This design comes from an exercise in tuning for small area on the open sky130 flow, not from production work.
At most, simulation tests tie the RTL to the original design; equivalence was not proved.
No driver is modelled on the clock port, so clock power and skew are understated where the tree is cut down; a real chip needs a root buffer or a tree.
No activity file was given, so power comes from the tool's default toggle rates.

==> flow/design.v <==
module ir_encoder (
    input wire rst,         
    input wire clk,         
    input wire [31:0] cmd,  
    input wire valid,       
    output wire ready,      
    output reg ir_output    
);
localparam [8:0] CC_X = 9'd37;
localparam [8:0] CC_K = 9'h1f6;    
localparam [8:0] CC_R = 9'd75;     
reg  [8:0] cc;
reg        car;
wire       cc_end = ((cc ^ CC_X) & CC_K) == 9'd0;
always @(posedge clk or posedge rst) begin
    if (rst) begin
        cc  <= CC_R;
        car <= 1'b0;
    end else begin
        cc  <= {cc[7:0], cc[8] ^ cc[3] ^ cc_end};
        car <= car ^ cc_end;
    end
end
localparam [16:0] M_P  = 17'h15555;   
localparam [16:0] M_S0 = 17'd69568;
localparam [16:0] E_START = 17'd92158, K_START = 17'h1bfff;  
localparam [16:0] E_SHORT = 17'd5462,  K_SHORT = 17'h1db1e;  
localparam [16:0] E_LONG  = 17'd99312, K_LONG  = 17'h1dbbf;  
localparam [16:0] E_GAP   = 17'd50310, K_GAP   = 17'h1ddef;  
reg  [16:0] mq;
wire [16:0] m = mq ^ M_P;
reg        mod, st, gap;
assign ready = st & gap;
reg [32:0] q;                    
wire last  = ~|q[32:1];          
wire bitv  = ~q[0];              
wire jdone = ~q[3] & q[2];       
wire t_start = ((m ^ E_START) & K_START) == 17'd0;
wire t_short = ((m ^ E_SHORT) & K_SHORT) == 17'd0;
wire t_long  = ((m ^ E_LONG)  & K_LONG)  == 17'd0;
wire t_gap   = ((m ^ E_GAP)   & K_GAP)   == 17'd0;
wire t  = st ? t_start : gap ? t_gap : (mod | ~bitv) ? t_short : t_long;
wire sh = t & ~mod & ~st;        
wire        sa     = sh;
wire        ho     = ~ready & ~sh;
wire [32:0] q_sh   = {gap & ~q[0], q[32:1]};
wire        nready = ~ready;
wire [32:0] q_nx;
genvar i;
generate
    for (i = 0; i < 32; i = i + 1) begin : g_r
        ir_encoder_rbit u_rbit (
            .nready(nready), .sa(sa), .ho(ho),
            .ld(cmd[i]),
            .sh_in(q_sh[i]), .hold_in(q[i]),
            .q_nx(q_nx[i])
        );
    end
endgenerate
assign q_nx[32] = ~nready | (sa & q_sh[32]) | (ho & q[32]);
wire        m_clr  = ready | t;
wire        m_nclr = ~m_clr;
wire [16:0] m_in   = {m[15:0], m[16] ^ m[2]} ^ M_P;    
wire [16:0] mq_nx;
generate
    for (i = 0; i < 17; i = i + 1) begin : g_m
        if (((M_S0 ^ M_P) >> i) & 1) begin : g_set
            ir_encoder_stage1 u_st (.nclr(m_nclr), .dn(~m_in[i]), .y(mq_nx[i]));
        end else begin : g_rst
            ir_encoder_stage0 u_st (.clr(m_clr), .dn(~m_in[i]), .y(mq_nx[i]));
        end
    end
endgenerate
always @(posedge clk or posedge rst) begin
    if (rst) begin
        st        <= 1'b1;
        gap       <= 1'b1;
        ir_output <= 1'b0;
    end else begin
        st        <= ready | (st & ~(t & ~mod)) | (gap & t & jdone);
        gap       <= ready ? ~valid : (gap | (t & ~st & ~mod & last));
        ir_output <= mod & car;
    end
end
always @(posedge clk) begin
    mq  <= mq_nx;
    mod <= ready ? valid : (t ? (~mod & ~gap & (st | ~last)) : mod);
    q   <= q_nx;
end
endmodule
module ir_encoder_rbit (
    input  wire nready,
    input  wire sa,
    input  wire ho,
    input  wire ld,
    input  wire sh_in,
    input  wire hold_in,
    output wire q_nx
);
    assign q_nx = ~((nready | ld) & ~((sa & sh_in) | (ho & hold_in)));
endmodule
module ir_encoder_stage0 (
    input  wire clr,
    input  wire dn,
    output wire y
);
    assign y = ~(clr | dn);
endmodule
module ir_encoder_stage1 (
    input  wire nclr,
    input  wire dn,
    output wire y
);
    assign y = ~(nclr & dn);
endmodule
Settings: LEC_CHECK=0, CAP_MARGIN=20, CORE_MARGIN=2, CORE_UTILIZATION=40, PLACE_DENSITY=0.6, SLEW_MARGIN=20, SYNTH_HIERARCHICAL=1; clock period 40.0 ns.
standard.sh (not shown) runs the stock make flow with config.mk's settings and CLKGATE_MAP_FILE= SYNTH_SCRIPT=/design/flow/synth_recipe.tcl, a recipe that flattens the netlist after the stock synthesis.
==> flow/flow/run.sh <==
#!/bin/bash
set -euo pipefail
here=$(pwd)
export PRE_FLOORPLAN_TCL="$here/flow/downsize.tcl"
export POST_CTS_TCL="$here/flow/post_cts.tcl"
export REMOVE_ABC_BUFFERS=1
export BUFFER_PORTS_ARGS="-buffer_cell sky130_fd_sc_hd__buf_1"
export CTS_ARGS="-sink_clustering_enable -repair_clock_nets -dont_use_dummy_load -buf_list {sky130_fd_sc_hd__clkbuf_2 sky130_fd_sc_hd__clkbuf_4} -root_buf sky130_fd_sc_hd__clkbuf_4"
bash standard.sh > standard.log 2>&1
Other scripts of this flow, unchanged in this note and not shown: flow/flow/downsize.tcl, flow/flow/mytree.tcl, flow/flow/post_cts.tcl
The starting point went through all stages and came out clean.
Rerun with:
==> flow/design.v (replaced) <==
module ir_encoder (
    input wire rst,         
    input wire clk,         
    input wire [31:0] cmd,  
    input wire valid,       
    output reg ready,       
    output reg ir_output    
);
localparam [8:0] CC_X = 9'd37;
localparam [8:0] CC_K = 9'h1f6;    
localparam [8:0] CC_R = 9'd75;     
reg  [8:0] cc;
reg        car;
wire       cc_end = ((cc ^ CC_X) & CC_K) == 9'd0;
always @(posedge clk or posedge rst) begin
    if (rst) begin
        cc  <= CC_R;
        car <= 1'b0;
    end else begin
        cc  <= {cc[7:0], cc[8] ^ cc[3] ^ cc_end};
        car <= car ^ cc_end;
    end
end
localparam [16:0] M_P  = 17'h15555;   
localparam [16:0] M_S0 = 17'd69568;
localparam [16:0] E_START = 17'd92158, K_START = 17'h1bfff;  
localparam [16:0] E_SHORT = 17'd5462,  K_SHORT = 17'h1db1e;  
localparam [16:0] E_LONG  = 17'd99312, K_LONG  = 17'h1dbbf;  
localparam [16:0] E_GAP   = 17'd50310, K_GAP   = 17'h1ddef;  
reg  [16:0] mq;
wire [16:0] m = mq ^ M_P;
reg        mod, st, gap;
reg [32:0] q;                    
wire last  = &q[32:1];           
wire bitv  = ~q[0] & ~last;
wire jdone = q[3] & ~q[2];       
wire t_start = ((m ^ E_START) & K_START) == 17'd0;
wire t_short = ((m ^ E_SHORT) & K_SHORT) == 17'd0;
wire t_long  = ((m ^ E_LONG)  & K_LONG)  == 17'd0;
wire t_gap   = ((m ^ E_GAP)   & K_GAP)   == 17'd0;
wire t  = st ? t_start : gap ? t_gap : (mod | ~bitv) ? t_short : t_long;
wire sh = t & ~mod & ~st;        
wire        sa     = ~ready & sh;
wire        ho     = ~ready & ~sh;
wire [32:0] q_sh   = {~(gap & q[0]), q[32:1]};
wire        nready = ~ready;
wire [32:0] q_nx;
genvar i;
generate
    for (i = 0; i < 32; i = i + 1) begin : g_r
        ir_encoder_rbit u_rbit (
            .nready(nready), .sa(sa), .ho(ho),
            .ld(cmd[i]),
            .sh_in(q_sh[i]), .hold_in(q[i]),
            .q_nx(q_nx[i])
        );
    end
endgenerate
assign q_nx[32] = (sa & q_sh[32]) | (ho & q[32]);
always @(posedge clk or posedge rst) begin
    if (rst) begin
        ready     <= 1'b1;
        ir_output <= 1'b0;
    end else begin
        ready     <= ready ? ~valid : (gap & t & jdone);
        ir_output <= mod & car;
    end
end
always @(posedge clk) begin
    mq  <= ((ready | t) ? M_S0 : {m[15:0], m[16] ^ m[2]}) ^ M_P;
    mod <= ready ? valid : (t ? (~mod & ~gap & (st | ~last)) : mod);
    st  <= ready | (st & ~(t & ~mod));
    gap <= ~ready & (gap | (t & ~st & ~mod & last));
    q   <= q_nx;
end
endmodule
module ir_encoder_rbit (
    input  wire nready,
    input  wire sa,
    input  wire ho,
    input  wire ld,
    input  wire sh_in,
    input  wire hold_in,
    output wire q_nx
);
    assign q_nx = ~((nready | ld) & ~((sa & sh_in) | (ho & hold_in)));
endmodule
The new run finished with timing, DRC and antenna clean. Register-to-register slack degrades by 0.70 ns. Hold slack is about the same. Die area rises by 0.90%. Global-route usage rises by 0.24 points. Setup slack is better by 0.72 ns. Final cell count decreases by 0.31%. First-iteration DRC count climbs by 43%. Total power came out higher by 44%. Routed wire length falls by 0.70%. Clock power hardly moves. Core utilization hardly moves. Via count climbs by 2.4%.
Only the layout flow was run in the first run of this note; the RTL was not checked for function there. In every run of this note, the design's own scripts or RTL, not TritonCTS, make the clock network.

## what the ideal ports hide
No port has a modelled driver above. Below, the same layouts with a new extraction and two added sets of constraints.
Step 1 sets driving cells, clkbuf_16 on the clock port and buf_2 on the other inputs (assumed; they add their load-dependent delay and slew).
Step 2 times the ports against the registers' clock, not the clock port: input delays grow and output delays shrink by t, the midpoint of the rising clock arrivals with the driver on.
Three values: ideal, step 1, step 2; two values: the first two.
run	t (ns)	slack for setup (ns)	worst register clock-pin slew, ns
the first run	0.447	30.038 / 30.013 / 30.460	0.12 / 0.12
the second run	0.452	30.759 / 30.731 / 31.183	0.11 / 0.11
After both steps every run listed still meets setup and hold.
